Source: an optimization exercise on an open RTL-to-GDS flow (aim: small area). Production flows keep margins and buffers that such runs may drop.
At most, simulation tests tie the RTL to the original design; equivalence was not proved.

==> flow/design.v (excerpt) <==
module blinking_led
   #(parameter W = 4)
   (
    input  logic clk,
    input  logic reset,
    input  logic cs,
    input  logic read,
    input  logic write,
    input  logic [4:0] addr,
    input  logic [31:0] wr_data,
    output logic [31:0] rd_data,
    output logic [W-1:0] led_out
   );
For scale: about 990 cells after synthesis, roughly 78 I/O pins, about 13000 um2 of cells after synthesis.
==> flow/config.mk <==
export PLATFORM = sky130hd
export DESIGN_NAME = blinking_led
export DESIGN_NICKNAME = blinking_led
export VERILOG_FILES = /design/flow/design.v
export SDC_FILE = /design/flow/constraint.sdc
export NUM_CORES = 4
export LEC_CHECK = 0
export CAP_MARGIN = 20
export CORE_MARGIN = 2
export CORE_UTILIZATION = 40
export SLEW_MARGIN = 20
==> flow/constraint.sdc <==
create_clock -name core_clock -period 10.0 [get_ports {clk}]
set_input_delay 2.0000 -clock core_clock [delete_from_list [all_inputs] [get_ports {clk}]]
set_output_delay 2.0000 -clock core_clock [all_outputs]
set_load 0.01 [all_outputs]
standard.sh (not shown) runs the stock make flow with config.mk's settings and CLKGATE_MAP_FILE= SYNTH_SCRIPT=/design/flow/synth_recipe.tcl, a recipe that flattens the netlist after the stock synthesis.
==> flow/flow/run.sh <==
#!/bin/bash
# Own layout flow: the standard flow with the standard synthesis unchanged, plus
#  - polopt.py: after synthesis, the full adders' polarities are chosen so that fewer
#    inverters sit between them (same logic function, same registers);
#  - the port buffers made of the smallest buffer cell (buf_1) instead of the flow's pick;
#  - tiemerge.tcl: after global placement, one tie cell drives all the constant-0 output
#    ports instead of one tie cell per port;
#  - the clock tree built from clkbuf_16 in clusters of up to 25 sinks, without dummy loads.
# Each tool's output goes to a log file of its own in this folder.
set -euo pipefail
R="$PWD/orfs/results/$FLOW_PLATFORM/blinking_led/base"
ARGS=(
  "BUFFER_PORTS_ARGS=-buffer_cell sky130_fd_sc_hd__buf_1"
  "CTS_ARGS=-sink_clustering_enable -repair_clock_nets -sink_clustering_size 25 -sink_clustering_max_diameter 100 -buf_list sky130_fd_sc_hd__clkbuf_16 -dont_use_dummy_load"
)
bash standard.sh "$R/1_2_yosys.v" > make_synth.log 2>&1
cp "$R/1_2_yosys.v" "$R/1_2_yosys_standard.v"
python3 flow/polopt.py "$R/1_2_yosys_standard.v" "$R/1_2_yosys.v" > polopt.log 2>&1
bash standard.sh "${ARGS[@]}" "$R/3_3_place_gp.odb" > make_place.log 2>&1
TIE_DB="$R/3_3_place_gp.odb" openroad -no_init -exit flow/tiemerge.tcl > tiemerge.log 2>&1
bash standard.sh "${ARGS[@]}" finish > make_finish.log 2>&1
Other scripts of this flow, unchanged in this note and not shown: flow/flow/polopt.py, flow/flow/tiemerge.tcl
Rerun with:
--- a/flow/design.v
+++ b/flow/design.v
@@ -265,16 +265,24 @@
    logic c204;
    logic s205;
    logic c206;
    logic q207;
    logic p208;
    logic q209;
    logic p210;
    logic q211;
+   logic p212;
+   logic q213;
+   logic p214;
+   logic q215;
+   logic p216;
+   logic q217;
+   logic p218;
+   logic q219;
    assign s1 = x[10] ^ x[8];
    assign c2 = x[10] & x[8];
    assign s3 = x[11] ^ x[9] ^ x[7];
    assign c4 = (x[11] & x[9]) | (x[11] & x[7]) | (x[9] & x[7]);
    assign s5 = x[6] ^ x[1];
    assign c6 = x[6] & x[1];
    assign s7 = x[12] ^ x[10] ^ x[8];
    assign c8 = (x[12] & x[10]) | (x[12] & x[8]) | (x[10] & x[8]);
@@ -455,41 +463,53 @@
    assign s183 = s133 ^ c132 ^ c182;
    assign c184 = (s133 & c132) | (s133 & c182) | (c132 & c182);
    assign s185 = s135 ^ c134 ^ c184;
    assign c186 = (s135 & c134) | (s135 & c184) | (c134 & c184);
    assign s187 = s137 ^ c136 ^ c186;
    assign c188 = (s137 & c136) | (s137 & c186) | (c136 & c186);
    assign s189 = s139 ^ c138 ^ c188;
    assign c190 = (s139 & c138) | (s139 & c188) | (c138 & c188);
-   assign s191 = s141 ^ c140 ^ c190;
-   assign c192 = (s141 & c140) | (s141 & c190) | (c140 & c190);
+   assign s191 = s141 ^ c140;
+   assign c192 = s141 & c140;
    assign s193 = s143 ^ c142 ^ c192;
    assign c194 = (s143 & c142) | (s143 & c192) | (c142 & c192);
    assign s195 = s145 ^ c144 ^ c194;
    assign c196 = (s145 & c144) | (s145 & c194) | (c144 & c194);
    assign s197 = s147 ^ c146 ^ c196;
    assign c198 = (s147 & c146) | (s147 & c196) | (c146 & c196);
-   assign s199 = s149 ^ c148;
-   assign c200 = s149 & c148;
+   assign s199 = s149 ^ c148 ^ c198;
+   assign c200 = (s149 & c148) | (s149 & c198) | (c148 & c198);
    assign s201 = s151 ^ c150 ^ c200;
    assign c202 = (s151 & c150) | (s151 & c200) | (c150 & c200);
    assign s203 = s153 ^ c152 ^ c202;
    assign c204 = (s153 & c152) | (s153 & c202) | (c152 & c202);
    assign s205 = s155 ^ c154 ^ c204;
    assign c206 = (s155 & c154) | (s155 & c204) | (c154 & c204);
-   assign y[23] = s199 ^ c198;
-   assign q207 = c198 & s199;
-   assign y[24] = s201 ^ q207;
-   assign p208 = s199 & s201;
-   assign q209 = c198 & p208;
-   assign y[25] = s203 ^ q209;
-   assign p210 = p208 & s203;
-   assign q211 = c198 & p210;
-   assign y[26] = s205 ^ q211;
+   assign y[19] = s191 ^ c190;
+   assign q207 = c190 & s191;
+   assign y[20] = s193 ^ q207;
+   assign p208 = s191 & s193;
+   assign q209 = c190 & p208;
+   assign y[21] = s195 ^ q209;
+   assign p210 = p208 & s195;
+   assign q211 = c190 & p210;
+   assign y[22] = s197 ^ q211;
+   assign p212 = p210 & s197;
+   assign q213 = c190 & p212;
+   assign y[23] = s199 ^ q213;
+   assign p214 = p212 & s199;
+   assign q215 = c190 & p214;
+   assign y[24] = s201 ^ q215;
+   assign p216 = p214 & s201;
+   assign q217 = c190 & p216;
+   assign y[25] = s203 ^ q217;
+   assign p218 = p216 & s203;
+   assign q219 = c190 & p218;
+   assign y[26] = s205 ^ q219;
    assign y[0] = x[0];
    assign y[1] = x[1];
    assign y[2] = s157;
    assign y[3] = s159;
    assign y[4] = s161;
    assign y[5] = s163;
    assign y[6] = s165;
    assign y[7] = s167;
@@ -499,20 +519,16 @@
    assign y[11] = s175;
    assign y[12] = s177;
    assign y[13] = s179;
    assign y[14] = s181;
    assign y[15] = s183;
    assign y[16] = s185;
    assign y[17] = s187;
    assign y[18] = s189;
-   assign y[19] = s191;
-   assign y[20] = s193;
-   assign y[21] = s195;
-   assign y[22] = s197;
    assign rd_data = 32'd0;
    genvar i;
    generate
       for (i = 0; i < W; i++) begin : g_led
          blinking led_i (.clk(clk), .reset(reset), .we(we && addr[1:0] == i),
                          .tnew(tnew), .led(led_out[i]));
       end
    endgenerate
Core utilization fell by 0.30 points.
Wire length fell by 7.4%.
Cell area decreases by about 4%.
Global-route usage goes down by 1.2 points.
Clock-buffer cell count goes down by 1.
Synthesized area is lower by 3.8%.
For the first run of this note, only the layout was checked, not whether the RTL still works.

* * *

Setup of oak:
Another version of the RTL of blinking_led (not shown whole).
For scale: roughly 980 cells after synthesis, roughly 13000 um^2 of cells after synthesis.
## blinking_led
module blinking_led
   #(parameter W = 4)
   (
    input  logic clk,
    input  logic reset,
    input  logic cs,
    input  logic read,
    input  logic write,
    input  logic [4:0] addr,
    input  logic [31:0] wr_data,
    output logic [31:0] rd_data,
    output logic [W-1:0] led_out
   );
Settings: LEC_CHECK=0, CAP_MARGIN=20, CORE_MARGIN=2, CORE_UTILIZATION=40, SLEW_MARGIN=20; clock period 10.0 ns.
Scripts as last shown in full above: flow/flow/run.sh
Other scripts of this flow, unchanged in this note and not shown: flow/flow/polopt.py, flow/flow/tiemerge.tcl
Changes in pine relative to oak:
--- a/flow/design.v
+++ b/flow/design.v
@@ -263,24 +263,26 @@
    logic c202;
    logic s203;
    logic c204;
    logic s205;
    logic c206;
    logic q207;
    logic p208;
    logic q209;
    logic p210;
    logic q211;
    logic p212;
    logic q213;
+   logic p214;
+   logic q215;
    assign s1 = x[10] ^ x[8];
    assign c2 = x[10] & x[8];
    assign s3 = x[11] ^ x[9] ^ x[7];
    assign c4 = (x[11] & x[9]) | (x[11] & x[7]) | (x[9] & x[7]);
    assign s5 = x[6] ^ x[1];
    assign c6 = x[6] & x[1];
    assign s7 = x[12] ^ x[10] ^ x[8];
    assign c8 = (x[12] & x[10]) | (x[12] & x[8]) | (x[10] & x[8]);
    assign s9 = x[7] ^ x[2] ^ x[1];
    assign c10 = (x[7] & x[2]) | (x[7] & x[1]) | (x[2] & x[1]);
    assign s11 = x[13] ^ x[11] ^ x[9];
    assign c12 = (x[13] & x[11]) | (x[13] & x[9]) | (x[11] & x[9]);
@@ -457,67 +459,69 @@
    assign s183 = s133 ^ c132 ^ c182;
    assign c184 = (s133 & c132) | (s133 & c182) | (c132 & c182);
    assign s185 = s135 ^ c134 ^ c184;
    assign c186 = (s135 & c134) | (s135 & c184) | (c134 & c184);
    assign s187 = s137 ^ c136 ^ c186;
    assign c188 = (s137 & c136) | (s137 & c186) | (c136 & c186);
    assign s189 = s139 ^ c138 ^ c188;
    assign c190 = (s139 & c138) | (s139 & c188) | (c138 & c188);
    assign s191 = s141 ^ c140 ^ c190;
    assign c192 = (s141 & c140) | (s141 & c190) | (c140 & c190);
    assign s193 = s143 ^ c142 ^ c192;
    assign c194 = (s143 & c142) | (s143 & c192) | (c142 & c192);
-   assign s195 = s145 ^ c144 ^ c194;
-   assign c196 = (s145 & c144) | (s145 & c194) | (c144 & c194);
-   assign s197 = s147 ^ c146;
-   assign c198 = s147 & c146;
+   assign s195 = s145 ^ c144;
+   assign c196 = s145 & c144;
+   assign s197 = s147 ^ c146 ^ c196;
+   assign c198 = (s147 & c146) | (s147 & c196) | (c146 & c196);
    assign s199 = s149 ^ c148 ^ c198;
    assign c200 = (s149 & c148) | (s149 & c198) | (c148 & c198);
    assign s201 = s151 ^ c150 ^ c200;
    assign c202 = (s151 & c150) | (s151 & c200) | (c150 & c200);
    assign s203 = s153 ^ c152 ^ c202;
    assign c204 = (s153 & c152) | (s153 & c202) | (c152 & c202);
    assign s205 = s155 ^ c154 ^ c204;
    assign c206 = (s155 & c154) | (s155 & c204) | (c154 & c204);
-   assign y[22] = s197 ^ c196;
-   assign q207 = c196 & s197;
-   assign y[23] = s199 ^ q207;
-   assign p208 = s197 & s199;
-   assign q209 = c196 & p208;
-   assign y[24] = s201 ^ q209;
-   assign p210 = p208 & s201;
-   assign q211 = c196 & p210;
-   assign y[25] = s203 ^ q211;
-   assign p212 = p210 & s203;
-   assign q213 = c196 & p212;
-   assign y[26] = s205 ^ q213;
+   assign y[21] = s195 ^ c194;
+   assign q207 = c194 & s195;
+   assign y[22] = s197 ^ q207;
+   assign p208 = s195 & s197;
+   assign q209 = c194 & p208;
+   assign y[23] = s199 ^ q209;
+   assign p210 = p208 & s199;
+   assign q211 = c194 & p210;
+   assign y[24] = s201 ^ q211;
+   assign p212 = p210 & s201;
+   assign q213 = c194 & p212;
+   assign y[25] = s203 ^ q213;
+   assign p214 = p212 & s203;
+   assign q215 = c194 & p214;
+   assign y[26] = s205 ^ q215;
    assign y[0] = x[0];
    assign y[1] = x[1];
    assign y[2] = s157;
    assign y[3] = s159;
    assign y[4] = s161;
    assign y[5] = s163;
    assign y[6] = s165;
    assign y[7] = s167;
    assign y[8] = s169;
    assign y[9] = s171;
    assign y[10] = s173;
    assign y[11] = s175;
    assign y[12] = s177;
    assign y[13] = s179;
    assign y[14] = s181;
    assign y[15] = s183;
    assign y[16] = s185;
    assign y[17] = s187;
    assign y[18] = s189;
    assign y[19] = s191;
    assign y[20] = s193;
-   assign y[21] = s195;
    assign rd_data = 32'd0;
    genvar i;
    generate
       for (i = 0; i < W; i++) begin : g_led
          blinking led_i (.clk(clk), .reset(reset), .we(we && addr[1:0] == i),
                          .tnew(tnew), .led(led_out[i]));
       end
    endgenerate
 endmodule
==> comparison <==
[pine vs oak] synthesized cell count: lower in pine
On pine: multi-input logic cell count is 30 lower than what oak gave.
Compared with oak, pine shows core utilization lower by 0.44 points.
In terms of routability congestion estimate, oak and pine differ only marginally.
Delta (pine minus oak): relative max-transition margin up 8.0 points, detailed-router iteration count before antenna repair now sits lower.
Function not checked in oak: the RTL went through the layout flow alone.

[separate check: timing with driven ports]
How much do the figures lean on ideal ports? The routed layouts below were timed once more, with nothing changed but the port constraints. Step 1, drivers: a clkbuf_16 drives clk and a buf_2 each remaining input, both assumed. Step 2, shift: input delay + t, output delay - t, t = (earliest + latest rising clock arrival at the registers) / 2. This alone moves slack from input paths to output paths. a / b / c = ideal ports / drivers / drivers and shift; a / b = the first two.
run	t, ns	setup WS [ns]	worst setup path at the end	worst register clock-pin slew, ns
the first run of note 1	0.518	0.247 / 0.276 / -0.242	input to register	0.10 / 0.10
the second run of note 1	0.508	0.295 / 0.323 / -0.185	input to register	0.09 / 0.09
oak	0.505	0.341 / 0.361 / -0.144	input to register	0.10 / 0.10
pine	0.512	0.323 / 0.349 / -0.163	input to register	0.10 / 0.10
Met with ideal ports but missed after step 2: setup timing in every run listed. The setup slack of the first run of note 1, which loses most, moves by +0.029 ns with the drivers and by -0.489 ns with both steps.
